What follows belongs to an exercise in optimizing a design on an open flow for small area; a production flow would make more cautious choices.
Function was checked by simulation only, so behaviour that the tests miss may differ from the original.
No activity file was given, so power comes from the tool's default toggle rates.

$ cat design/flow/design.v
`timescale 1ns / 1ps
module debouncer (
    input clk,
    input rst,
    input en,
    input switch_input,
    output reg button_press
);
	reg sync_0, sync_1;
	reg [3:0] count;
	always @(posedge clk) begin
		if (rst) begin
			sync_0 <= 1'b0;
			sync_1 <= 1'b0;
			count <= 4'd0;
			button_press <= 1'b0;
		end else if (en) begin
			sync_0 <= switch_input;
			sync_1 <= sync_0;
			count <= sync_1 ? {count[3] ^ (&count[2:0]), count[2] ^ (&count[1:0]), count[1] ^ count[0], !count[0]} : 4'd0;
			button_press <= (&count) | (sync_1 & button_press);
		end
	end
endmodule
`timescale 1ns / 1ps
module button_sync(
    input clk,
    input rst,
    input en_in,
    input en_out,
    input early,
    input [3:0] buttons_in,
    output reg [3:0] buttons_out
);
    reg [3:0] btn_request;
    reg [3:0] btn_ack;
    reg [3:0] btn_latched;
    reg [3:0] ack_prev;    
    wire ack_seen = early ? |ack_prev : |btn_ack;
    always @(posedge clk) begin
        if (rst) begin
            btn_request <= 4'b0000;
        end else if (en_in) begin
            if (|(buttons_in & ~btn_request))
                btn_request <= buttons_in;
            else if (ack_seen)
                btn_request <= 4'b0000;
        end
    end
    always @(posedge clk) begin
        if (rst) begin
            btn_latched <= 4'b0000;
            btn_ack <= 4'b0000;
            ack_prev <= 4'b0000;
        end else if (en_out) begin
            btn_latched <= btn_request;
            btn_ack <= btn_latched;
            ack_prev <= btn_ack;
        end
    end
    always @* buttons_out = btn_ack & ~ack_prev;
endmodule
`timescale 1ns / 1ps
module frame_gen (
	input [10:0] ih,
	input [9:0] iv,
	input [9:0] ball_x,
	input [9:0] ball_y,
	input [9:0] paddle_r,
	input [9:0] paddle_l,
	output lit,
	output HS,
	output VS
);
	wire vis = (ih < 11'd800) && (iv < 10'd600);
	wire [9:0] pad = ih[9] ? paddle_r : paddle_l;
	reg [9:0] dp, dby, dbx;
	reg bp, bby, bbx;
	integer i;
	always @* begin
		bp = 1'b0; bby = 1'b0; bbx = 1'b0;
		for (i = 0; i < 10; i = i + 1) begin
			dp[i] = iv[i] ^ pad[i] ^ bp;
			bp = (!iv[i] & pad[i]) | (!(iv[i] ^ pad[i]) & bp);
			dby[i] = iv[i] ^ ball_y[i] ^ bby;
			bby = (!iv[i] & ball_y[i]) | (!(iv[i] ^ ball_y[i]) & bby);
			dbx[i] = ih[i] ^ ball_x[i] ^ bbx;
			bbx = (!ih[i] & ball_x[i]) | (!(ih[i] ^ ball_x[i]) & bbx);
		end
	end
	wire pad_row = !bp && (dp[9:5] == 5'd0) && (dp[4:0] != 5'd31);
	wire pad_col = (ih <= 11'd9) || (ih >= 11'd789);
	wire ball = !bby && (dby[9:4] == 6'd0) && (dby[3:0] <= 4'd10) &&
	            !bbx && (dbx[9:4] == 6'd0) && (dbx[3:0] <= 4'd10);
	wire border = (ih == 11'd0) || (ih == 11'd799) || (iv == 10'd0) || (iv == 10'd599);
	assign lit = vis && (ball || (pad_row && pad_col) || border);
	assign VS = !((iv >= 10'd637) && (iv < 10'd643));
	assign HS = !((ih >= 11'd856) && (ih < 11'd976));
endmodule
`timescale 1ns / 1ps
module pong (
	input clk,
	input rst,
	input sw_r_u,
	input sw_r_d,
	input sw_l_u,
	input sw_l_d,
	output [9:0] ball_x,
	output [9:0] ball_y,
	output reg [9:0] paddle_r,
	output reg [9:0] paddle_l,
	output [2:0] Red,
	output [2:0] Green,
	output [1:0] Blue,
	output HS,
	output VS
);
	function [10:0] step11;
		input [10:0] a;
		input en, dn;
		integer k;
		reg c;
		begin
			c = en;
			for (k = 0; k < 11; k = k + 1) begin
				step11[k] = a[k] ^ c;
				c = c & (a[k] ^ dn);
			end
		end
	endfunction
	function [8:0] add9;
		input [8:0] a, b;
		integer k;
		reg c;
		begin
			c = 1'b0;
			for (k = 0; k < 9; k = k + 1) begin
				add9[k] = a[k] ^ b[k] ^ c;
				c = (a[k] & b[k]) | (a[k] & c) | (b[k] & c);
			end
		end
	endfunction
	reg [10:0] ih;
	reg [9:0] iv;
	reg [1:0] tq;
	wire line_end = ih[10] & (&ih[3:0]);                   
	wire frame_end = iv[9] & iv[7] & iv[4] & iv[3] & iv[0];  
	wire t4 = iv[0] ^ ih[4] ^ !ih[3];
	wire t15 = (ih[3:0] == 4'b0111);                         
	always @(posedge clk) begin
		if (rst) begin
			ih <= 11'd856;
			iv <= 10'd637;
			tq <= 2'd0;
		end else begin
			if (line_end) begin
				ih <= 11'd0;
				iv <= frame_end ? 10'd0 : step11({1'b0, iv}, 1'b1, 1'b0);
			end else begin
				ih <= step11(ih, 1'b1, 1'b0);
			end
			if (t15 & t4)
				tq <= tq + 2'd1;
		end
	end
	wire deb_tick = (ih[2:0] == 3'd3);    
	wire frm_tick = t15 & t4 & (&tq);     
	wire sw_0, sw_1, sw_2, sw_3;
	wire [3:0] buttons_out;
	debouncer d0 (.clk(clk), .rst(rst), .en(deb_tick), .switch_input(sw_r_u), .button_press(sw_0));
	debouncer d1 (.clk(clk), .rst(rst), .en(deb_tick), .switch_input(sw_r_d), .button_press(sw_1));
	debouncer d2 (.clk(clk), .rst(rst), .en(deb_tick), .switch_input(sw_l_u), .button_press(sw_2));
	debouncer d3 (.clk(clk), .rst(rst), .en(deb_tick), .switch_input(sw_l_d), .button_press(sw_3));
	button_sync btn_sync (
		.clk(clk), .rst(rst),
		.en_in(deb_tick), .en_out(frm_tick), .early(!t4 && tq == 2'd0),
		.buttons_in({sw_0, sw_1, sw_2, sw_3}),
		.buttons_out(buttons_out)
	);
	wire r_up = buttons_out[0] && (paddle_r <= 10'd568);
	wire r_dn = buttons_out[1] && (paddle_r != 10'd0);
	wire [9:0] r_sum = {add9(paddle_r[9:1], r_up ? 9'd5 : 9'd507), paddle_r[0]};
	wire l_up = buttons_out[2] && (paddle_l <= 10'd568);
	wire l_dn = buttons_out[3] && (paddle_l != 10'd0);
	wire [9:0] l_sum = {add9(paddle_l[9:1], l_up ? 9'd5 : 9'd507), paddle_l[0]};
	always @(posedge clk) begin
		if (rst) begin
			paddle_r <= 10'd300;
			paddle_l <= 10'd300;
		end else if (frm_tick) begin
			if (r_up)
				paddle_r <= (paddle_r >= 10'd560) ? 10'd569 : r_sum;
			else if (r_dn)
				paddle_r <= (paddle_r < 10'd10) ? 10'd0 : r_sum;
			if (l_up)
				paddle_l <= (paddle_l >= 10'd560) ? 10'd569 : l_sum;
			else if (l_dn)
				paddle_l <= (paddle_l < 10'd10) ? 10'd0 : l_sum;
		end
	end
	reg [9:1] by;
	reg [9:1] bx;
	reg right, up;
	assign ball_y = {by, 1'b0};
	assign ball_x = {bx, by[1]};
	wire [9:0] pad = right ? paddle_r : paddle_l;
	reg [10:0] dcol;
	reg [9:0] byp;
	reg cb, cc;
	integer j;
	always @* begin
		cc = 1'b0;
		byp[0] = 1'b0;
		for (j = 1; j < 10; j = j + 1) begin
			byp[j] = by[j] ^ (j == 1 || j == 3) ^ cc;
			cc = (by[j] & ((j == 1) || (j == 3))) | (by[j] & cc) | (((j == 1) || (j == 3)) & cc);
		end
		cb = 1'b0;
		for (j = 0; j < 10; j = j + 1) begin
			dcol[j] = byp[j] ^ pad[j] ^ cb;
			cb = (!byp[j] & pad[j]) | (!(byp[j] ^ pad[j]) & cb);
		end
		dcol[10] = cb ^ cc;
	end
	wire col_x = right ? (ball_x == 10'd779) : (ball_x == 10'd9);
	wire hit_paddle = col_x && !dcol[10] && (dcol[9:0] <= 10'd40);
	wire hit_side = up ? (by == 9'd0) : (by >= 9'd295);     
	wire miss = (ball_x == 10'd0) || (ball_x > 10'd792);
	wire nright = right ^ hit_paddle;
	wire nup = up ^ (hit_side & !hit_paddle);
	always @(posedge clk) begin
		if (rst) begin
			bx <= 9'd200;
			by <= 9'd150;
			right <= 1'b1;
			up <= 1'b0;
		end else if (frm_tick) begin
			if (miss) begin
				bx <= 9'd200;
				by <= 9'd150;
				right <= 1'b1;
				up <= 1'b1;
			end else begin
				bx <= step11({2'b0, bx}, nright ? ball_x[0] : !ball_x[0], !nright);
				by <= step11({2'b0, by}, 1'b1, nup);
				right <= nright;
				up <= nup;
			end
		end
	end
	wire lit;
	frame_gen frm (
		.ih(ih), .iv(iv),
		.ball_x(ball_x), .ball_y(ball_y),
		.paddle_r(paddle_r), .paddle_l(paddle_l),
		.lit(lit), .HS(HS), .VS(VS)
	);
	assign Red = {3{lit}};
	assign Green = {3{lit}};
	assign Blue = {2{lit}};
endmodule
$ cat design/flow/config.mk
export PLATFORM = sky130hd
export DESIGN_NAME = pong
export DESIGN_NICKNAME = pong
export VERILOG_FILES = /design/flow/design.v
export SDC_FILE = /design/flow/constraint.sdc
export NUM_CORES = 4
export LEC_CHECK = 0
export CAP_MARGIN = 20
export CORE_MARGIN = 2
export CORE_UTILIZATION = 60
export CTS_BUF_LIST = sky130_fd_sc_hd__clkbuf_2 sky130_fd_sc_hd__clkbuf_4 sky130_fd_sc_hd__clkbuf_8
export CTS_CLUSTER_SIZE = 20
export GPL_TIMING_DRIVEN = 0
export SLEW_MARGIN = 20
$ cat design/flow/constraint.sdc
create_clock -name core_clock -period 20.0 [get_ports {clk}]
set_input_delay 4.0000 -clock core_clock [delete_from_list [all_inputs] [get_ports {clk}]]
set_output_delay 4.0000 -clock core_clock [all_outputs]
set_load 0.01 [all_outputs]
$ cat design/flow/flow/comb_cells.awk
# keep only modules without state (no always block)
/^module /{buf=""; inmod=1; seq=0}
inmod{buf=buf $0 "\n"; if ($0 ~ /always|reg /) seq=1}
/^endmodule/{if (!seq && buf !~ /conb/) printf "%s\n", buf; inmod=0}
$ cat design/flow/standard.sh
#!/bin/bash
# synth_recipe.tcl (not shown) runs the flow's synth.tcl, then flattens the netlist and writes it again
# the make line also repeats each setting of config.mk as NAME=value (left out here)
make -C /OpenROAD-flow-scripts/flow DESIGN_CONFIG=/design/flow/config.mk WORK_HOME=/design/flow/orfs CLKGATE_MAP_FILE= SYNTH_SCRIPT=/design/flow/synth_recipe.tcl "${@:-finish}"
$ cat design/flow/flow/reabc.tcl
# Re-map the combinational part of the standard synthesis netlist for area.
# Registers (and tie cells) stay the cells and names synthesis gave them.
yosys -import
set lib $::env(FLOW_HOME)/platforms/sky130hd/lib/sky130_fd_sc_hd__tt_025C_1v80.lib
set w [pwd]
# logic models of the library's combinational cells, used as a techmap
read_liberty -ignore_miss_func $lib
write_verilog -noattr $w/cells_all.v
design -reset
exec awk -f $w/flow/comb_cells.awk $w/cells_all.v > $w/cells_comb.v
read_liberty -lib $lib
read_verilog $w/1_2_yosys.std.v
hierarchy -top pong
tee -o $w/reabc_stat_before.txt stat -liberty $lib
techmap -map $w/cells_comb.v
techmap
opt -fast
yosys rename -hide w:*.*
opt_clean -purge
abc -liberty $lib {*}[exec cat $w/flow/dont_use.txt] -script $w/flow/area.abc
opt_clean -purge

hilomap -singleton -hicell sky130_fd_sc_hd__conb_1 HI -locell sky130_fd_sc_hd__conb_1 LO
opt_clean -purge
tee -o $w/reabc_stat_after.txt stat -liberty $lib
check -assert -mapped
write_verilog -nohex -nodec $w/1_2_yosys.reabc.v
$ cat design/flow/flow/dont_use.txt
-dont_use sky130_fd_sc_hd__lpflow_bleeder_1 -dont_use sky130_fd_sc_hd__lpflow_clkbufkapwr_1 -dont_use sky130_fd_sc_hd__lpflow_clkbufkapwr_16 -dont_use sky130_fd_sc_hd__lpflow_clkbufkapwr_2 -dont_use sky130_fd_sc_hd__lpflow_clkbufkapwr_4 -dont_use sky130_fd_sc_hd__lpflow_clkbufkapwr_8 -dont_use sky130_fd_sc_hd__lpflow_clkinvkapwr_1 -dont_use sky130_fd_sc_hd__lpflow_clkinvkapwr_16 -dont_use sky130_fd_sc_hd__lpflow_clkinvkapwr_2 -dont_use sky130_fd_sc_hd__lpflow_clkinvkapwr_4 -dont_use sky130_fd_sc_hd__lpflow_clkinvkapwr_8 -dont_use sky130_fd_sc_hd__lpflow_decapkapwr_12 -dont_use sky130_fd_sc_hd__lpflow_decapkapwr_3 -dont_use sky130_fd_sc_hd__lpflow_decapkapwr_4 -dont_use sky130_fd_sc_hd__lpflow_decapkapwr_6 -dont_use sky130_fd_sc_hd__lpflow_decapkapwr_8 -dont_use sky130_fd_sc_hd__lpflow_inputiso0n_1 -dont_use sky130_fd_sc_hd__lpflow_inputiso0p_1 -dont_use sky130_fd_sc_hd__lpflow_inputiso1n_1 -dont_use sky130_fd_sc_hd__lpflow_inputiso1p_1 -dont_use sky130_fd_sc_hd__lpflow_inputisolatch_1 -dont_use sky130_fd_sc_hd__lpflow_isobufsrc_1 -dont_use sky130_fd_sc_hd__lpflow_isobufsrc_16 -dont_use sky130_fd_sc_hd__lpflow_isobufsrc_2 -dont_use sky130_fd_sc_hd__lpflow_isobufsrc_4 -dont_use sky130_fd_sc_hd__lpflow_isobufsrc_8 -dont_use sky130_fd_sc_hd__lpflow_isobufsrckapwr_16 -dont_use sky130_fd_sc_hd__lpflow_lsbuf_lh_hl_isowell_tap_1 -dont_use sky130_fd_sc_hd__lpflow_lsbuf_lh_hl_isowell_tap_2 -dont_use sky130_fd_sc_hd__lpflow_lsbuf_lh_hl_isowell_tap_4 -dont_use sky130_fd_sc_hd__lpflow_lsbuf_lh_isowell_4 -dont_use sky130_fd_sc_hd__lpflow_lsbuf_lh_isowell_tap_1 -dont_use sky130_fd_sc_hd__lpflow_lsbuf_lh_isowell_tap_2 -dont_use sky130_fd_sc_hd__lpflow_lsbuf_lh_isowell_tap_4 -dont_use sky130_fd_sc_hd__probe_p_8 -dont_use sky130_fd_sc_hd__probec_p_8 
$ cat design/flow/flow/area.abc
strash
&get -n
&st
&deepsyn -T 120
&dch -f
&nf -a -R 1000
&put
$ cat design/flow/flow/run.sh
#!/bin/bash
# Own layout flow: the standard synthesis, then the combinational logic
# re-mapped by ABC for area (registers kept as synthesis named and typed
# them), then the standard ORFS steps with smaller port buffers.
set -euo pipefail
W=$(pwd)
R=$W/orfs/results/sky130hd/pong/base
bash standard.sh synth > $W/1_synth_make.log 2>&1
cp $R/1_2_yosys.v $W/1_2_yosys.std.v
yosys -c $W/flow/reabc.tcl > $W/1_reabc_yosys.log 2>&1
cp $W/1_2_yosys.reabc.v $R/1_2_yosys.v
bash standard.sh finish BUFFER_PORTS_ARGS="-buffer_cell sky130_fd_sc_hd__buf_1" CTS_ARGS="-sink_clustering_enable -repair_clock_nets -dont_use_dummy_load -buf_list {sky130_fd_sc_hd__clkbuf_2 sky130_fd_sc_hd__clkbuf_4 sky130_fd_sc_hd__clkbuf_8} -sink_clustering_size 20" > $W/2_finish_make.log 2>&1
==> summary.txt, run 1 <==
outcome timing/DRC/antenna clean; Diodes inserted 0; Worst EP arrival about 4 ns; kind of cell adding the most delay to the critical path compound AO/OA/AOI/OAI gates; routability congestion estimate between 0.9 and 1; initial core utilization 0.617; WL final approximately 15000 um; Max FO, Critical Path 19; CTS Sinks 107; fin crit period 8.02 ns; WP data required around 16 ns; gr busiest metal met2; Sw Pwr around 0.000083 W; CTS tree done; peak supply drop around 0.049 mV; Peak Freq about 0.12 GHz; Total GRT Usage 0.288; Core Box Area roughly 9000 um^2; Net Count, Synth about 720; vias per cell 6.43; Global Route met1 Usage 0.371; ANT nets after route 0; combinational share of power 0.048; post-cts repair resize count 0; slowest stage cell, crit path dfxtp_1; Setup crit end kind primary output; clock skew between 0.03 and 0.04 ns; Wirelength per Cell approximately 17 um; WP buf/inv 2; 1st-iter DRT viols ~320; setup TNS 0 ns; die extent in y 101 um; largest net degree at the start of global routing 35; Die X approximately 100 um; maxcap violations 0; Vias 5693; final cell count without fillers slightly below 900; Net Sw Frac 0.241; critical path, cell by cell mux2i_1 -> o22ai_1 -> a311oi_1 -> nor3_1 -> nor2_1 -> xnor2_1 -> nor4_1 -> nor4_1 -> a2111oi_1 -> buf_1 -> buf_1; placed cell count a little under 900; worst rel slew slack 0.387; Pwr Density between 50 and 60 nW/um^2; I/O pins 56; initial antenna violation count 0; H-tree depth 3; Skew-Pair Late Insertion Delay between 0.3 and 0.4 ns; FP Rows 35; Nets around 780; final hold vios 0; Worst-Margin Slew between 0.9 and 1 ns; Final period util 0.401; DRC errors left 0; # fillers ~800; Area growth syn-to-layout 8.36%; P_int about 0.00026 W; CP max stage delay just over 0.9 ns; met2 usage 0.493; total die area roughly 10000 um^2; class of the worst hold path reg2reg; Clock Power Share 0.315; Synth Cell Area roughly 5700 um^2; clock buffer depth 2; sequential power share 0.637; Critical Path Start Type flip-flop; Hold Buf Count CTS 0; clock root buffer master clkbuf_8; max-slew violation count 0; global-route wire length before repair roughly 24000 um; Final Setup Violations 0; Yosys Warn Count 4; Leak 2.32 nW; Pre-antenna DRT Iters 5; total CTS buffers 9; Port-buffer cells 54; Setup Crit Path Kind reg2out; DP HPWL approximately 10000 um; multi-input combinational cell area 3450 um^2; share of post-route cells with drive strength above 1 0.0142; Clock transition at path regs roughly 0.10 ns; GR Layer Usage met3 0.0407; overflow left after global routing 0; Mapped Cells 711; Post-Syn Area per Cell about 8.0 um^2; register area about 2100 um^2; Setup Buffers After CTS 0; RSZ-0062 raised after global routing false; vias in the first global route 5185
power groups by stage:
stage,clock [W],combinational (W),sequential [W]
2_1_floorplan,0,0.0000103,0.000224
3_3_place_gp,0,0.0000157,0.000224
3_5_place_dp,0,0.0000163,0.000224
4_1_cts,0.000110,0.0000163,0.000219
5_1_grt,0.000118,0.0000184,0.000220
6_report,0.000108,0.0000166,0.000219
layer usage:
metal,up-vias,part of all wire
met4,0,0.027
met1,2698,0.45
met2,180,0.47
met5,-,0
li1,2778,-
met3,37,0.053
final cells by class:
cell class                 instances  share of cell area
timing repair buffer              55              0.0338
tap                              111              0.0226
multi-input combinational        582               0.561
sequential                       107               0.349
clock buffer                       9              0.0202
inverter                          22              0.0134
final timing paths:
kind                                 startpoint              end  slack (ns)  cells past startpoint
worst max-delay path                      ih[9]           Red[0]       11.98                     11
worst min-delay path            d1.button_press  d1.button_press        0.47                      2
worst max register to register            right            by[9]       15.62                     16
worst min register to register  d1.button_press  d1.button_press        0.47                      2
placed cells by master (no fill, tap or decap), types with 3 or more instances in the layout:
master and instances:
dfxtp_1 107, nor2_1 74, o21ai_0 70, a21oi_1 64, nand2_1 57, buf_1 54, nor3_1 43, and3_1 27
a22o_1 25, clkinv_1 22, mux2i_1 22, xnor2_1 20, nand3_1 18, xor2_1 16, and2_0 15, nor4_1 12
nand2b_1 11, nor2b_1 11, o21a_1 9, clkbuf_8 9, or3_1 7, o22ai_1 7, a31oi_1 6, a211oi_1 5
or2_0 4, o211ai_1 4, o21bai_1 4, nand4b_1 3, nand4_1 3, o41ai_1 3, a32oi_1 3, o31ai_1 3
o2111ai_1 3
through the flow:
| step | setup WS (ns) | instance area, um^2 | hold WS, ns | util | power [W] |
|---|---|---|---|---|---|
| finish | 11.98 | 6150 | 0.473 | 0.668 | 0.000344 |
| global route | 11.69 | 6150 | 0.497 | 0.668 | 0.000356 |
| CTS | 12.02 | 6140 | 0.471 | 0.668 | 0.000346 |
| detailed placement | 12.43 | 6020 | 0.454 | 0.655 | 0.000241 |
| global placement | 12.15 | 6010 | 0.451 | 0.654 | 0.000240 |
| floorplan | 10.26 | 5670 | 0.432 | - | 0.000234 |
worst reg2reg max path: stages, from the launching register on:
cell and delay, ns:
dfxtp_1 0.79, mux2i_1 0.27, o2111a_1 0.31, or4_1 0.53, a21oi_1 0.14, o221ai_1 0.12
nor3_1 0.33, clkinv_1 0.12, a31oi_1 0.20, a31oi_1 0.07, nor2b_1 0.17, o21ai_0 0.48
nor2_1 0.16, o21ai_0 0.16, nor2_1 0.13, and3_1 0.19, nor3_1 0.14
state kept, by name (all words and copies together), names as in the netlist, 2 cells and up:
register / flops
btn_sync.ack_prev: 4
btn_sync.btn_ack: 4
btn_sync.btn_latched: 4
btn_sync.btn_request: 4
bx: 9
by: 9
d0.count: 4
d1.count: 4
d2.count: 4
d3.count: 4
ih: 11
iv: 10
paddle_l: 10
paddle_r: 10
tq: 2
==> run 2, diff against run 1 <==
==> design/flow/flow/run.sh (replaced) <==
#!/bin/bash
# Own layout flow: the standard synthesis, then the combinational logic
# re-mapped by ABC for area (registers kept as synthesis named and typed
# them; the best of four ABC seeds is kept), then the standard ORFS steps
# with the smallest port buffers and a clock tree without dummy loads.
set -euo pipefail
W=$(pwd)
R=$W/orfs/results/sky130hd/pong/base
bash standard.sh synth > $W/1_synth_make.log 2>&1
cp $R/1_2_yosys.v $W/1_2_yosys.std.v

# logic models of the library's combinational cells, for the re-mapping
LIB=$FLOW_HOME/platforms/sky130hd/lib/sky130_fd_sc_hd__tt_025C_1v80.lib
yosys -p "read_liberty -ignore_miss_func $LIB; write_verilog -noattr $W/cells_all.v" > $W/1_cells_yosys.log 2>&1
awk -f $W/flow/comb_cells.awk $W/cells_all.v > $W/cells_comb.v

for s in 1 2 3 4; do
  sed "s/@SEED@/$s/" $W/flow/area.abc > $W/reabc_s$s.abc
  REABC_TAG=s$s yosys -c $W/flow/reabc.tcl > $W/1_reabc_s$s.log 2>&1 &
done
wait
best=""; best_area=""
for s in 1 2 3 4; do
  f=$W/reabc_stat_s$s.txt
  [[ -f $f && -f $W/1_2_yosys.reabc_s$s.v ]] || continue
  a=$(awk '/Chip area/ {print $NF}' $f)
  echo "seed $s: $a" >> $W/reabc_choice.txt
  if [[ -z "$best" ]] || awk -v a=$a -v b=$best_area 'BEGIN{exit !(a < b)}'; then best=s$s; best_area=$a; fi
done
echo "chosen: $best ($best_area)" >> $W/reabc_choice.txt
cp $W/1_2_yosys.reabc_$best.v $R/1_2_yosys.v

bash standard.sh finish BUFFER_PORTS_ARGS="-buffer_cell sky130_fd_sc_hd__buf_1" CTS_ARGS="-sink_clustering_enable -repair_clock_nets -dont_use_dummy_load -buf_list {sky130_fd_sc_hd__clkbuf_2 sky130_fd_sc_hd__clkbuf_4 sky130_fd_sc_hd__clkbuf_8} -sink_clustering_size 20" > $W/2_finish_make.log 2>&1
==> design/flow/flow/area.abc (replaced) <==
strash
&get -n
&st
&deepsyn -T 60 -S @SEED@
&dch -f
&nf -a -R 1000
&put
==> design/flow/flow/reabc.tcl (replaced) <==
# Re-map the combinational part of the standard synthesis netlist for area.
# Registers (and tie cells) stay the cells and names synthesis gave them.
# REABC_TAG names this run's files; its ABC script is reabc_<tag>.abc.
yosys -import
set lib $::env(FLOW_HOME)/platforms/sky130hd/lib/sky130_fd_sc_hd__tt_025C_1v80.lib
set w [pwd]
set tag $::env(REABC_TAG)
read_liberty -lib $lib
read_verilog $w/1_2_yosys.std.v
hierarchy -top $::env(FLOW_TOP)
tee -o $w/reabc_stat_before.txt stat -liberty $lib
# logic models of the library's combinational cells (cells_comb.v)
techmap -map $w/cells_comb.v
techmap
opt -fast
yosys rename -hide w:*.*
opt_clean -purge
abc -liberty $lib {*}[exec cat $w/flow/dont_use.txt] -script $w/reabc_$tag.abc
opt_clean -purge
hilomap -singleton -hicell sky130_fd_sc_hd__conb_1 HI -locell sky130_fd_sc_hd__conb_1 LO
opt_clean -purge
tee -o $w/reabc_stat_$tag.txt stat -liberty $lib
check -assert -mapped
write_verilog -nohex -nodec $w/1_2_yosys.reabc_$tag.v
==> summary.txt, run 2 <==
max-slew violation count 0 (unchanged); overflow left after global routing 0 (unchanged); vias per cell 6.24 (was 6.43); Setup crit end kind primary output (unchanged); post-cts repair resize count 0 (unchanged); total die area 10200 um^2 (about the same); setup TNS 0 ns (unchanged); Clock transition at path regs 0.10 ns (about the same); Core Box Area 9200 um^2 (unchanged); WL final 14200 um (was 14600 um); clock buffer depth 2 (unchanged); Leak 2.33 nW (was 2.32 nW); Placed Area 6000 um^2 (was 6020 um^2); Die X 101 um (about the same); Net Sw Frac 0.227 (was 0.241); Nets 783 (unchanged); Max FO, Critical Path 15 (was 19); Yosys Warn Count 4 (unchanged); Area growth syn-to-layout 8.63% (was 8.36%); RSZ-0062 raised after global routing false (unchanged); Peak Freq 0.134 GHz (was 0.125 GHz); Synth Cell Area 5640 um^2 (was 5670 um^2); Hold Buf Count CTS 0 (unchanged); ANT nets after route 0 (unchanged); Net Count, Synth 717 (unchanged); Final period util 0.372 (was 0.401); Pwr Density 54.5 nW/um^2 (was 56.0 nW/um^2); setup ws final 12.55 ns (was 11.98 ns); Wirelength per Cell 16.0 um (was 16.5 um); CTS tree done (unchanged); DP HPWL 10300 um (about the same); Setup Crit Path Kind reg2out (unchanged); Setup Buffers After CTS 0 (unchanged); Clock Power Share 0.323 (was 0.315); FF-to-FF path depth 18 (was 16); maxcap violations 0 (unchanged); Sw Pwr 0.0000759 W (was 0.0000830 W); Hold WS 0.459 ns (was 0.473 ns); combinational share of power 0.030 (was 0.048); DRC errors left 0 (unchanged); most common cell after layout, fill and taps aside dfxtp_1 (unchanged); Most flops, register ih (unchanged); Worst-Margin Slew 1.06 ns (was 0.919 ns); largest net degree at the start of global routing 31 (was 35); initial core utilization 0.613 (was 0.617); 1st-iter DRT viols 345 (was 315); class of the worst hold path reg2reg (unchanged); die extent in y 101 um (about the same); total CTS buffers 9 (unchanged); sequential power share 0.647 (was 0.637); clock skew 0.0412 ns (was 0.0388 ns); final hold vios 0 (unchanged); WP data required 16.00 ns (about the same); H-tree depth 3 (unchanged); routability congestion estimate 0.951 (was 0.932); post-route cell area 6120 um^2 (was 6150 um^2); vias in the first global route 4998 (was 5185); Mapped Cells 711 (unchanged); FP Rows 35 (unchanged); Worst Hold Path Cells 1 (was 2); share of post-route cells with drive strength above 1 0.0142 (unchanged); CTS Sinks 107 (unchanged); most frequent cells in the layout dfxtp_1, nor2_1, a21oi_1 (was dfxtp_1, nor2_1, o21ai_0); Vias 5526 (was 5693); P_int 0.000258 W (was 0.000261 W); worst rel slew slack 0.288 (was 0.387); global-route wire length before repair 23300 um (was 23900 um); Worst EP arrival 3.45 ns (was 4.02 ns); # fillers 811 (unchanged); Diodes inserted 0 (unchanged); multi-input combinational cell area 3400 um^2 (was 3450 um^2); Post-Syn Area per Cell 7.93 um^2 (was 7.98 um^2); max FFs per register 11 (unchanged); Port-buffer cells 54 (unchanged); I/O pins 56 (unchanged); Critical Path Start Type flip-flop (unchanged); Final Setup Violations 0 (unchanged); pre-CTS WS 13.02 ns (was 12.43 ns); initial antenna violation count 0 (unchanged); total chip power 0.000334 W (was 0.000344 W); Pre-antenna DRT Iters 6 (was 5); outcome timing/DRC/antenna clean (unchanged); Skew-Pair Late Insertion Delay 0.39 ns (was 0.38 ns); fin crit period 7.45 ns (was 8.02 ns); clock root buffer master clkbuf_8 (unchanged); peak supply drop 0.0330 mV (was 0.0488 mV); Total GRT Usage 0.283 (was 0.288); register area 2140 um^2 (unchanged)
-- run 2: final timing paths --
check | endpoint | startpoint | slack [ns]
hold reg to reg | d1.sync_1 | d1.sync_0 | 0.46
setup reg to reg | bx[9] | right | 14.94
setup / recovery | Green[2] | ih[9] | 12.55
hold / removal | d1.sync_1 | d1.sync_0 | 0.46
-- run 2: area by class of cell --
cell class	count	share of cell area
multi-input combinational	580	0.556
sequential	107	0.350
timing repair buffer	55	0.0366
tap	111	0.0227
clock buffer	9	0.0202
inverter	24	0.0147
-- run 2: power by group through the flow --
stage	clock network (W)	logic, W	registers [W]
floorplan	0	0.00000598	0.000220
global route	0.000117	0.0000114	0.000216
global placement	0	0.00000944	0.000221
CTS	0.000109	0.0000102	0.000216
finish	0.000108	0.0000101	0.000216
detailed placement	0	0.0000101	0.000221
-- run 2: metal layers --
metal,share of wire,GRT usage,wire length [um],vias to the layer above
li1,-,-,-,2756
met3,0.055,0.0472,781,19
met5,0,0,0,-
met2,0.47,0.462,6670,166
met1,0.46,0.382,6540,2585
met4,0.014,0.0915,204,0
-- run 2: metrics by stage --
stage	std cells	utilization
CTS	886	0.666
finish	886	0.666
global route	886	0.666
floorplan	711	-
global placement	876	0.650
detailed placement	877	0.652
-- run 2: worst max-delay path: stages, from the launching register on --
cell and delay [ns]:
dfxtp_1 0.83, mux2i_1 0.21, and2_0 0.24, nor3_1 0.20, nor3_1 0.08, o31ai_1 0.25, nand2_1 0.10, xnor2_1 0.19
a21oi_1 0.10, nor3_1 0.65, buf_1 0.22

afterwards: timing with drivers on the ports:
The flow's constraints put no driver on any port. The routed layouts listed below were extracted and timed again, unchanged, in two steps. Step 1: set_driving_cell puts a clkbuf_16 on clk and a buf_2 on each other input, an assumption about the parent block. Step 2 also shifts input and output timing later by t, the mid clock arrival at the registers, as if the neighbouring blocks saw the same clock. a / b / c = ideal ports / drivers / drivers and shift; a / b = the first two.
run	t (ns)	setup WS [ns]	latest minus earliest clock arrival (ns)	slew at the worst register clock pin (ns)
run 1	0.397	11.978 / 11.943 / 12.341	0.040 / 0.039	0.12 / 0.12
run 2	0.402	12.551 / 12.516 / 12.918	0.044 / 0.044	0.12 / 0.12
After both steps every run listed still meets setup and hold.
